This design comes from an exercise in tuning for small area on the open sky130 flow, not from production work.
Where RTL was checked, it was by simulation tests only, not by an equivalence proof against the original.
Power and IR drop assume default switching activity. The clock port is modelled as an ideal driver; clocking choices that lean on that would not hold on a real chip.

Design main, start of the top module:
module main(
    clock, reset, instruction, in_pc, out_pc, alu_op, reg_dst, jumpp, branch, reg_write,  mem_read, mem_to_reg, mem_write, ALU_src,
    read_data1, read_data2, alu_control, alu_out, out_sign, out_put_mux, read_data, ram_reg, pc_add, jump_j
    );
Size: ~3700 cells after synthesis, ~110 I/O pins, ~73000 µm² of cells after synthesis.
Settings: LEC_CHECK=0, CAP_MARGIN=0, CORE_MARGIN=2, CORE_UTILIZATION=55, CTS_CLUSTER_DIAMETER=150, CTS_CLUSTER_SIZE=24, SETUP_SLACK_MARGIN=0.1, SLEW_MARGIN=0, SYNTH_HIERARCHICAL=1, SYNTH_MINIMUM_KEEP_SIZE=0; clock period 10.5 ns.
run.sh (not shown) runs the stock make flow with config.mk's settings and CLKGATE_MAP_FILE= SYNTH_SCRIPT=/design/flow/synth_recipe.tcl, a recipe that flattens the netlist after the stock synthesis.
==> next run, changes <==
CAP_MARGIN = 20   (was 0)
GPL_TIMING_DRIVEN = 0   (was default)
SLEW_MARGIN = 20   (was 0)
What happened:
- The new run finished with timing, DRC and antenna clean
- routed wire length falls by 4.4%
- clock power rises by about 1%
- design area came out higher by about 3%
- die area stays the same
- via count is lower by about 1.8%
- power came out higher by 7.5%
==> next run, changes <==
GPL_TIMING_DRIVEN = default   (was 0)
What happened: Non-clock buffer count rose by 228. Via count rose by 2.2%. Routed wire length rose by 4.8%. Area after synthesis is unchanged. Count of clock-buffer cells in the layout fell by 9. Final area fell by 2.7%. Cell count rose by 3.8%. Hold slack loses 11 ps.
Function was not checked in any run of this note: the RTL went through the layout flow alone.

* * *

The RTL this note starts from:
==> flow/design.v <==
`timescale 1ns / 1ps
module main(
    clock, reset, instruction, in_pc, out_pc, alu_op, reg_dst, jumpp, branch, reg_write,  mem_read, mem_to_reg, mem_write, ALU_src,
    read_data1, read_data2, alu_control, alu_out, out_sign, out_put_mux, read_data, ram_reg, pc_add, jump_j
    );
    input clock;
    input reset;
    input wire [7:0] instruction;
    output wire [7:0] in_pc;
    output reg  [7:0] out_pc;
    output wire [1:0] alu_op;
    output wire reg_dst, jumpp, branch, reg_write, mem_read, mem_to_reg, mem_write, ALU_src;
    output wire [7:0] read_data1, read_data2;
    output wire [2:0] alu_control;
    output wire [7:0] alu_out, out_sign, out_put_mux, read_data, ram_reg, pc_add, jump_j;
    wire [2:0] op = instruction[7:5];
    wire b4 = instruction[4];
    wire b3 = instruction[3];
    wire [2:0] f = instruction[2:0];
    wire is_lw   = (op == 3'b001);
    wire is_sw   = (op == 3'b010);
    wire is_j    = (op == 3'b011);
    wire is_rr   = (op == 3'b100) | (op == 3'b110);
    wire is_addi = (op == 3'b101);
    assign reg_dst    = is_rr;
    assign reg_write  = is_lw | is_rr | is_addi;
    assign mem_read   = is_lw;
    assign mem_to_reg = is_lw;
    assign mem_write  = is_sw;
    assign ALU_src    = is_lw | is_sw | is_addi;
    assign jumpp      = is_j;
    assign branch     = 1'b0;
    assign alu_op     = {is_rr | is_addi, is_j | is_addi};
    wire f000 = (f == 3'b000);
    wire f010 = (f == 3'b010);
    assign alu_control = is_rr ? {1'b0, f010, f000} : {1'b0, is_j, ~is_j};
    reg [7:0] r0, r1;
    assign read_data1 = b3 ? r1 : r0;
    assign read_data2 = b4 ? r1 : r0;
    assign out_sign    = {5'b0, f};
    assign out_put_mux = ALU_src ? out_sign : read_data2;
    wire alu_sub = alu_control[1];
    wire [7:0] alu_sum = read_data1 + (out_put_mux ^ {8{alu_sub}}) + {7'd0, alu_sub};
    assign alu_out = (alu_control[0] | alu_control[1]) ? alu_sum : 8'd0;
    wire [3:0] rlo = b3 ? r1[3:0] : r0[3:0];
    wire [4:0] lsum = {1'b0, rlo} + {2'b0, f};
    wire c4 = lsum[4];
    wire [15:0] hd0, hd1;
    wire [15:0] lo_n, hr_n;    
    genvar i, j, b;
    generate
        for (i = 0; i < 16; i = i + 1) begin : pd
            assign hd0[i] = (r0[7:4] == i);
            assign hd1[i] = (r1[7:4] == i);
            assign lo_n[i] = ~(lsum[3:0] == i);
            assign hr_n[i] = ~(c4 ? (b3 ? hd1[(i + 15) % 16] : hd0[(i + 15) % 16])
                                  : (b3 ? hd1[i] : hd0[i]));
        end
    endgenerate
    reg [7:0] mem [0:255];
    wire [7:0] mem_q;      
    wire [7:0] wdata = mem_write ? read_data2 : mem_q;
    wire [255:0] we;
    generate
        for (i = 0; i < 256; i = i + 1) begin : g
            cell_nor2 u_we (.a(hr_n[i/16]), .b(lo_n[i%16]), .y(we[i]));
            always @(posedge clock)
                if (we[i]) mem[i] <= wdata;
        end
    endgenerate
    wire [15:0] lo = ~lo_n;
    wire [7:0] rd;
    generate
        for (b = 0; b < 8; b = b + 1) begin : rb
            wire [15:0] grp_n;
            for (j = 0; j < 16; j = j + 1) begin : gr
                wire [5:0] l1_n;
                for (i = 0; i < 5; i = i + 1) begin : l1
                    cell_aoi222 u (.a0(lo[3*i]), .b0(mem[16*j+3*i][b]), .a1(lo[3*i+1]), .b1(mem[16*j+3*i+1][b]),
                                   .a2(lo[3*i+2]), .b2(mem[16*j+3*i+2][b]), .y(l1_n[i]));
                end
                cell_nand2 u_l1_last (.a(lo[15]), .b(mem[16*j+15][b]), .y(l1_n[5]));
                wire x, y;
                cell_nand3 u_x (.a(l1_n[0]), .b(l1_n[1]), .c(l1_n[2]), .y(x));
                cell_nand3 u_y (.a(l1_n[3]), .b(l1_n[4]), .c(l1_n[5]), .y(y));
                cell_o21ai u_g (.a1(x), .a2(y), .b1(~hr_n[j]), .y(grp_n[j]));
            end
            wire [3:0] l3;
            for (i = 0; i < 4; i = i + 1) begin : l3g
                cell_nand4 u (.a(grp_n[4*i]), .b(grp_n[4*i+1]), .c(grp_n[4*i+2]), .d(grp_n[4*i+3]), .y(l3[i]));
            end
            assign mem_q[b] = |l3;
            assign rd[b] = mem_q[b] & mem_read;
        end
    endgenerate
    assign read_data = rd;
    assign ram_reg = mem_to_reg ? read_data : alu_out;
    assign pc_add = out_pc + 8'd1;
    assign jump_j = {3'b000, instruction[4:0]};
    assign in_pc  = jumpp ? jump_j : pc_add;
    always @(posedge clock) begin
        if (reset) begin
            out_pc <= 8'd0;
            r0 <= 8'd5;
            r1 <= 8'd1;
        end else begin
            out_pc <= in_pc;
            if (reg_write) begin
                if (b3) r1 <= ram_reg; else r0 <= ram_reg;
            end
        end
    end
endmodule
module cell_nor2 (input a, input b, output y);
    assign y = ~(a | b);
endmodule
module cell_nand2 (input a, input b, output y);
    assign y = ~(a & b);
endmodule
module cell_nand3 (input a, input b, input c, output y);
    assign y = ~(a & b & c);
endmodule
module cell_nand4 (input a, input b, input c, input d, output y);
    assign y = ~(a & b & c & d);
endmodule
module cell_aoi222 (input a0, input b0, input a1, input b1, input a2, input b2, output y);
    assign y = ~((a0 & b0) | (a1 & b1) | (a2 & b2));
endmodule
module cell_o21ai (input a1, input a2, input b1, output y);
    assign y = ~((a1 | a2) & b1);
endmodule
==> flow/config.mk <==
export PLATFORM = sky130hd
export DESIGN_NAME = main
export DESIGN_NICKNAME = main
export VERILOG_FILES = /design/flow/design.v
export SDC_FILE = /design/flow/constraint.sdc
export NUM_CORES = 4
export LEC_CHECK = 0
export CAP_MARGIN = 20
export CORE_MARGIN = 2
export CORE_UTILIZATION = 62
export SETUP_SLACK_MARGIN = 0.1
export SLEW_MARGIN = 20
export SYNTH_HIERARCHICAL = 1
export SYNTH_MINIMUM_KEEP_SIZE = 0
==> flow/constraint.sdc <==
create_clock -name core_clock -period 10.5 [get_ports {clock}]
set_input_delay 2.1000 -clock core_clock [delete_from_list [all_inputs] [get_ports {clock}]]
set_output_delay 2.1000 -clock core_clock [all_outputs]
set_load 0.01 [all_outputs]
standard.sh (not shown) runs the stock make flow with config.mk's settings and CLKGATE_MAP_FILE= SYNTH_SCRIPT=/design/flow/synth_recipe.tcl, a recipe that flattens the netlist after the stock synthesis.
==> flow/flow/run.sh <==
#!/bin/bash
# The standard layout (the standard.sh, standard synthesis included), with these changes:
#  - the port buffers are the smallest buffer cell instead of clkdlybuf4s50_1;
#  - clock-tree sinks are clustered 30 to a leaf buffer, within 80 um, with no dummy loads;
# Each tool's full output goes to the ORFS logs under orfs/logs/; make's output to standard.log.
set -euo pipefail
cd "$(dirname "$0")/.."
export BUFFER_PORTS_ARGS="-buffer_cell sky130_fd_sc_hd__buf_1"
export CTS_ARGS="-sink_clustering_enable -repair_clock_nets -sink_clustering_size 30 -sink_clustering_max_diameter 80 -dont_use_dummy_load"
bash standard.sh > standard.log 2>&1
Change:
--- a/flow/flow/run.sh
+++ b/flow/flow/run.sh
@@ -3,4 +3,5 @@
 #  - the port buffers are the smallest buffer cell instead of clkdlybuf4s50_1;
 #  - clock-tree sinks are clustered 30 to a leaf buffer, within 80 um, with no dummy loads;
+#  - after global routing, gates off the critical paths are downsized (RECOVER_POWER).
 # Each tool's full output goes to the ORFS logs under orfs/logs/; make's output to standard.log.
 set -euo pipefail
@@ -8,3 +9,4 @@
 export BUFFER_PORTS_ARGS="-buffer_cell sky130_fd_sc_hd__buf_1"
 export CTS_ARGS="-sink_clustering_enable -repair_clock_nets -sink_clustering_size 30 -sink_clustering_max_diameter 80 -dont_use_dummy_load"
+export RECOVER_POWER=100
 bash standard.sh > standard.log 2>&1
What happened: The changed run completed and failed the layout checks on max-capacitance violations, max-slew violations; flip-flop and latch count is unchanged; via count goes up by about 0.7%; utilization fell by 0.22 points; global-route usage is unchanged; clock skew is about the same; total power stays flat.
Change:
==> flow/flow/run.sh (replaced) <==
#!/bin/bash
# The standard layout (the standard.sh, standard synthesis included), with these changes:
#  - the port buffers are the smallest buffer cell instead of clkdlybuf4s50_1;
#  - clock-tree sinks are clustered 30 to a leaf buffer, within 80 um, with no dummy loads;
# Each tool's full output goes to the ORFS logs under orfs/logs/; make's output to standard.log.
set -euo pipefail
cd "$(dirname "$0")/.."
export BUFFER_PORTS_ARGS="-buffer_cell sky130_fd_sc_hd__buf_1"
export CTS_ARGS="-sink_clustering_enable -repair_clock_nets -sink_clustering_size 30 -sink_clustering_max_diameter 80 -dont_use_dummy_load"
bash standard.sh > standard.log 2>&1
- CORE_UTILIZATION: 62 -> 68
Effect: Now the flow completed without violations; total power is lower by 0.31%; clock power is lower by about 2%; final cell count is lower by 3.2%; first-iteration DRC count is higher by 12%; clock skew is lower by 0.023 ns; setup slack improved by 0.094 ns; cell area is about the same; die area is lower by about 9%; via count is higher by about 0.9%; area after synthesis stays the same.
Change:
==> flow/flow/run.sh (replaced) <==
#!/bin/bash
# The standard layout (the standard.sh, standard synthesis included), with three changes:
#  - the port buffers are the smallest buffer cell instead of clkdlybuf4s50_1;
#  - clock-tree sinks are clustered 24 to a leaf buffer, within 150 um;
#  - the clock tree gets no dummy loads.
# Each tool's full output goes to the ORFS logs under orfs/logs/; make's output to standard.log.
set -euo pipefail
cd "$(dirname "$0")/.."
export BUFFER_PORTS_ARGS="-buffer_cell sky130_fd_sc_hd__buf_1"
export CTS_ARGS="-sink_clustering_enable -repair_clock_nets -sink_clustering_size 24 -sink_clustering_max_diameter 150 -dont_use_dummy_load"
bash standard.sh > standard.log 2>&1
- CORE_UTILIZATION: 68 -> 55
Result:
- setup slack is better by 0.20 ns
- die area is higher by a quarter to a third
- area after synthesis stays the same
- total power is higher by a few percent
- worst hold slack is worse by 0.026 ns
- sequential share of layout area is lower by 1.2 points
- routed wire length is higher by a few percent
- maximum frequency is higher slightly

## static timing again, ports no longer ideal
In the flow no input, the clock included, has a driving cell. The finished layouts below were timed again as built, in two steps. Step 1 (the two cells are an assumption about what drives the block):
set clk [get_ports {clock}]
set_driving_cell -lib_cell sky130_fd_sc_hd__clkbuf_16 $clk
set_driving_cell -lib_cell sky130_fd_sc_hd__buf_2 [delete_from_list [all_inputs] $clk]
Step 2 also shifts input and output timing later by t, the mid clock arrival at the registers, as if the neighbouring blocks saw the same clock. Three values: no drivers, after step 1, after step 2; two values: the first two.
| run | shift t [ns] | setup slack, ns | worst register clock-pin slew, ns | worst slew at a driven data input, ns |
|---|---|---|---|---|
| the first run of note 1 | 0.810 | 0.212 / 0.187 / 0.187 | 0.10 / 0.10 | 0.03 |
| the second run of note 1 | 0.818 | 0.116 / -0.008 / -0.008 | 0.10 / 0.10 | 0.18 |
| the third run of note 1 | 0.810 | 0.196 / 0.169 / 0.169 | 0.10 / 0.10 | 0.04 |
| the first run of note 2 | 0.758 | 0.273 / 0.250 / 0.250 | 0.12 / 0.12 | 0.03 |
| the second run of note 2 | 0.757 | 0.163 / 0.141 / -0.198 | 0.12 / 0.12 | 0.03 |
| the third run of note 2 | 0.762 | 0.257 / 0.229 / 0.229 | 0.11 / 0.11 | 0.04 |
| the fourth run of note 2 | 0.796 | 0.457 / 0.429 / 0.429 | 0.10 / 0.10 | 0.03 |
For the second run of note 2, which loses most, drivers alone change the setup slack by -0.022 ns; drivers and shift together by -0.361 ns.
